From an optimization exercise on the open Yosys and OpenROAD flow, aimed at small area, a short achievable clock period and few clock cycles per item; shortcuts taken in it are not production practice. Where RTL was checked, it was by simulation tests only, not by an equivalence proof against the original. No activity file was given, so power comes from the tool's default toggle rates.

==> 03-26: inputs <==
// net_16_8_8_4_16_1_5
module net_16_8_8_4_16_1_5(clk, reset, input_valid, input_ready, input_data,
                           output_valid, output_ready, output_data);
==> flow/config.mk <==
export PLATFORM = sky130hd
export DESIGN_NAME = net_16_8_8_4_16_1_5
export DESIGN_NICKNAME = net_16_8_8_4_16_1_5
export VERILOG_FILES = /design/flow/design.v
export SDC_FILE = /design/flow/constraint.sdc
export NUM_CORES = 4
export LEC_CHECK = 0
export ABC_CLOCK_PERIOD_IN_PS = 4000
export CAP_MARGIN = 20
export CORE_MARGIN = 2
export CORE_UTILIZATION = 25
export PLACE_DENSITY = 0.4
export SLEW_MARGIN = 20
==> flow/constraint.sdc <==
create_clock -name core_clock -period 11.0 [get_ports {clk}]
set_input_delay 2.2000 -clock core_clock [delete_from_list [all_inputs] [get_ports {clk}]]
set_output_delay 2.2000 -clock core_clock [all_outputs]
set_load 0.01 [all_outputs]
standard.sh (not shown) runs the stock make flow with config.mk's settings and CLKGATE_MAP_FILE= SYNTH_SCRIPT=/design/flow/synth_recipe.tcl, a recipe that flattens the netlist after the stock synthesis.
==> flow/flow/run.sh <==
#!/bin/bash
set -euo pipefail
bash standard.sh synth > synth.log 2>&1
bash standard.sh SETUP_SLACK_MARGIN=7.3 finish > layout.log 2>&1
==> 06-01: changes against 03-26 <==
==> flow/run.sh (new file) <==
#!/bin/bash
# synth_recipe.tcl (not shown) runs the flow's synth.tcl, then flattens the netlist and writes it again
# the make line also repeats each setting of config.mk as NAME=value (left out here)
make -C /OpenROAD-flow-scripts/flow DESIGN_CONFIG=/design/flow/config.mk WORK_HOME=/design/flow/orfs CLKGATE_MAP_FILE= SYNTH_SCRIPT=/design/flow/synth_recipe.tcl finish
- CORE_UTILIZATION: 25 -> 30
- PLACE_DENSITY: 0.4 -> 0.45
- SETUP_SLACK_MARGIN: not set -> 5
removed: flow/flow/run.sh
removed: flow/standard.sh
==> impl_results.md <==
- Outcome: no timing/DRC/antenna violations
- Slew Limit Headroom: 0.258
- P_seq: 4.86 mW
- Initial antenna violation count: 4
- Int Pwr: 9.05 mW
- DR WL/cell: 21.1 µm
- Slew @ Worst Pin: 1.11 ns
- RSZ-0062 raised after global routing: no
- Vias/cell: 5.40
- Switch Pwr: 5.54 mW
- Crit path required time: 11.36 ns
- Routed met2 length: 89500 µm
- Minimum clock period: 4.86 ns
Source of the figures above: 06-01

==> impl_results.md <==
- Initial antenna violation count: 8
- Top delay family on crit path: compound AO/OA/AOI/OAI gates
- Slew Limit Headroom: 0.306
- Int Pwr: 9.29 mW
- Minimum clock period: 3.76 ns
- #FFs+latches synth: 933
- P_seq: 4.87 mW
- Biggest registers after layout: l1.acc x128, l1.p x128, h1 x120
- Crit path required time: 11.64 ns
- RSZ-0062 raised after global routing: yes
- Outcome: no timing/DRC/antenna violations
- Vias/cell: 5.15
- Inverters: 439
- Yosys warns: 8
- Routed met2 length: 98600 µm
- Switch Pwr: 5.81 mW
- DR WL/cell: 21.3 µm
- Slew @ Worst Pin: 1.04 ns
Source of the figures above: 03-26

Testbench counts of 03-26, summed over its fixed seeds: cycles 8,488, items 512.
Testbench counts of 06-01, summed over its fixed seeds: cycles 8,488, items 512.

========
==> run a <==
net_16_8_8_4_16_1_5, a different RTL version from the one above (not shown whole).
==> flow/config.mk <==
export PLATFORM = sky130hd
export DESIGN_NAME = net_16_8_8_4_16_1_5
export DESIGN_NICKNAME = net_16_8_8_4_16_1_5
export VERILOG_FILES = /design/flow/design.v
export SDC_FILE = /design/flow/constraint.sdc
export NUM_CORES = 4
export LEC_CHECK = 0
export ABC_CLOCK_PERIOD_IN_PS = 4000
export CAP_MARGIN = 20
export CORE_MARGIN = 2
export CORE_UTILIZATION = 40
export SLEW_MARGIN = 20
==> flow/constraint.sdc <==
create_clock -name core_clock -period 11.0 [get_ports {clk}]
set_input_delay 2.2000 -clock core_clock [delete_from_list [all_inputs] [get_ports {clk}]]
set_output_delay 2.2000 -clock core_clock [all_outputs]
set_load 0.01 [all_outputs]
==> flow/flow/run.sh <==
#!/bin/bash
set -euo pipefail
bash standard.sh synth > synth.log 2>&1
bash standard.sh SETUP_SLACK_MARGIN=7.5 finish > layout.log 2>&1
==> run b (differences from run a) <==
--- a/flow/design.v
+++ b/flow/design.v
@@ -43,11 +43,11 @@
   logic                h1_full;      
   logic                handoff, consume, h1_full_n, ready_n;
   logic [3:0]          icnt_n;
   logic                pend_n;
   logic signed [16:0]  in17;
-  logic                busy, v2, v3, adv;
+  logic                busy, v2, v3, adv, stall, pz;
   logic [3:0]          step;
   logic [3:0]          sv;
   logic [14:0]         slot [0:3];
   assign accept    = input_valid & input_ready;
   assign consume   = adv & (step == 4'd15) & v2;
@@ -68,11 +68,11 @@
       xv <= 1'b0;
       pv <= 1'b0;
       icnt <= 4'd0;
       pend <= 1'b0;
       l1_full <= 1'b0;
-      input_ready <= 1'b0;
+      input_ready <= 1'b1;         
     end else begin
       xf <= accept & (icnt == 4'd0);
       xl <= accept & (icnt == 4'd15);
       pf <= xf;
       pl <= xl;
@@ -156,20 +156,23 @@
       p   <= mulsat(sel, x_r, nx_r);
       acc <= addsat(pf ? 16'sd0 : acc, p);
       if (handoff) h1[g] <= relu(acc);
     end
   end endgenerate
-  assign adv = busy & ~((step == 4'd8) & v3 & sv[0]);
+  assign stall = (step == 4'd8) & v3 & sv[0];
+  assign adv   = busy & ~stall & ~pz;
   always_ff @(posedge clk) begin
     if (reset) begin
       busy <= 1'b0;
       step <= 4'd0;
       v2 <= 1'b0;
       v3 <= 1'b0;
       h1_full <= 1'b0;
+      pz <= 1'b0;
     end else begin
       h1_full <= h1_full_n;
+      pz <= pz ^ (busy & ~adv);
       if (adv) begin
         step <= step + 4'd1;
         if (step == 4'd15) begin
           v2 <= h1_full_n;
           v3 <= v2;
@@ -244,11 +247,11 @@
       if (adv & ((step == 4'd10) | (step == 4'd2))) h2[g] <= relu(acc);
     end
   end endgenerate
   logic [3:0]          k3;
   logic [2:0]          c3;
-  logic                pair, val3, f3_d, f3_dd, a3_d, a3_dd;
+  logic                pair, val3, f3_d, f3_dd;
   logic [7:0]          dec3 [0:1];
   logic [14:0]         u3;
   logic signed [16:0]  u3_r, nu3_r;
   logic [14:0]         y [0:3];
   assign k3   = step + 4'd5;           
@@ -260,17 +263,13 @@
     u3_r   <= {2'b0, u3};
     nu3_r  <= -{2'b0, u3};
     if (reset) begin
       f3_d <= 1'b0;
       f3_dd <= 1'b0;
-      a3_d <= 1'b0;
-      a3_dd <= 1'b0;
     end else begin
       f3_d <= adv & (c3 == 3'd0);
       f3_dd <= f3_d;
-      a3_d <= adv;
-      a3_dd <= a3_d;
     end
   end
   assign dec3[0][0] = (step == 4'd0) | (step == 4'd2) | (step == 4'd11) | (step == 4'd12) | (step == 4'd13);
   assign dec3[0][1] = 1'b0;
   assign dec3[0][2] = (step == 4'd1) | (step == 4'd9);
@@ -291,14 +290,12 @@
     logic [7:0]         sel;
     logic signed [15:0] p, top, oth;
     always_ff @(posedge clk) begin
       sel <= (adv & val3) ? dec3[g] : 8'd0;
       p <= mulsat(sel, u3_r, nu3_r);
-      if (a3_dd) begin
-        top <= oth;
-        oth <= addsat(f3_dd ? 16'sd0 : top, p);
-      end
+      top <= oth;
+      oth <= addsat(f3_dd ? 16'sd0 : top, p);
     end
     assign y[g]     = relu(top);
     assign y[g + 2] = relu(oth);
   end endgenerate
   logic load, shift;
==> flow/flow/run.sh (replaced) <==
#!/bin/bash
set -euo pipefail
bash standard.sh synth > synth.log 2>&1
bash standard.sh SETUP_SLACK_MARGIN=7.1 finish > layout.log 2>&1
Settings changed: CORE_UTILIZATION 40 to 30, PLACE_DENSITY set to 0.45.
==> reports/qor.csv <==
stage,metric,value,unit
final_layout,register fraction of the total cell area,30.2,%
timing,actual slew at the worst max-slew pin,937,ps
final_layout,share of post-route cells with drive strength above 1,16.2,%
final_layout,diode count,0,
worst_setup_path,sum of buffers and inverters on the critical path,5,
global_routing,vias in the first global route,50200,
timing,final setup margin,7330,ps
final_layout,final net count,7627,
outcome,status,"complete, no violations",
floorplanning,Rows,144,
global_routing,largest net degree at the start of global routing,88,
placed_design,Placed Area,63300,um^2
route,1st-iter DRT viols,7363,
final_layout,post-layout util,47.5,%
synthesis,Adder-Cell Fraction of Synth Area,11.1,%
timing,period utilization,33.3,%
synthesis,Synth top cells by count,"630 x dfxtp_1, 600 x a21oi_1, 588 x nand2_1, 503 x nor2b_1, 473 x ha_1",
synthesis,Seq cells post-synth,934,
-- figures above: run a

==> reports/qor.csv <==
stage,metric,value,unit
outcome,status,"complete, no violations",
final_layout,post-layout util,33.9,%
synthesis,Synth top cells by count,"693 x dfxtp_1, 578 x a21oi_1, 525 x nand2_1, 502 x nor2b_1, 473 x ha_1",
timing,final setup margin,7190,ps
final_layout,final net count,7313,
power,sw frac,38.4,%
placed_design,Port-buffer cells,36,
synthesis,Adder-Cell Fraction of Synth Area,11.0,%
cts,CTS tree,done,
final_layout,diode count,1,
synthesis,asr flop ratio synth,0,%
final_layout,share of post-route cells with drive strength above 1,8.29,%
final_layout,buffer share of cell area,2.15,%
global_routing,largest net degree at the start of global routing,97,
worst_setup_path,sum of buffers and inverters on the critical path,1,
global_routing,met2 Usage GRT,30.6,%
timing,period utilization,34.7,%
synthesis,Seq cells post-synth,933,
route,1st-iter DRT viols,5553,
placed_design,Placed Area,63300,um^2
-- figures above: run b

Testbench counts of run b, summed over its fixed seeds: cycles 8,488, items 512.
No functional check of the RTL was part of run a.

separate check: timing with driven ports:
In the flow no input, the clock included, has a driving cell. The finished layouts below were timed again as built, in two steps.
Step 1 (the two cells are an assumption about what drives the block):
set clk [get_ports {clk}]
set_driving_cell -lib_cell sky130_fd_sc_hd__clkbuf_16 $clk
set_driving_cell -lib_cell sky130_fd_sc_hd__buf_2 [delete_from_list [all_inputs] $clk]
Step 2 also shifts input and output timing later by t, the mid clock arrival at the registers, as if the neighbouring blocks saw the same clock.
Three values: ideal, step 1, step 2; two values: the first two.
| run | shift t [ns] | setup slack, ns | hold WS [ns] | worst register clock-pin slew, ns |
|---|---|---|---|---|
| 03-26 | 0.828 | 7.238 / 7.238 / 6.590 | 0.344 / 0.344 / 0.344 | 0.07 / 0.07 |
| 06-01 | 0.807 | 6.144 / 6.144 / 6.144 | 0.339 / 0.339 / 0.339 | 0.07 / 0.07 |
| run a | 0.798 | 7.333 / 7.333 / 6.815 | 0.421 / 0.421 / 0.421 | 0.07 / 0.07 |
| run b | 0.818 | 7.185 / 7.101 / 6.481 | 0.343 / 0.343 / 0.343 | 0.07 / 0.07 |
After both steps every run listed still meets setup and hold. The setup slack of run b, which loses most, moves by -0.084 ns with the drivers and by -0.704 ns with both steps.
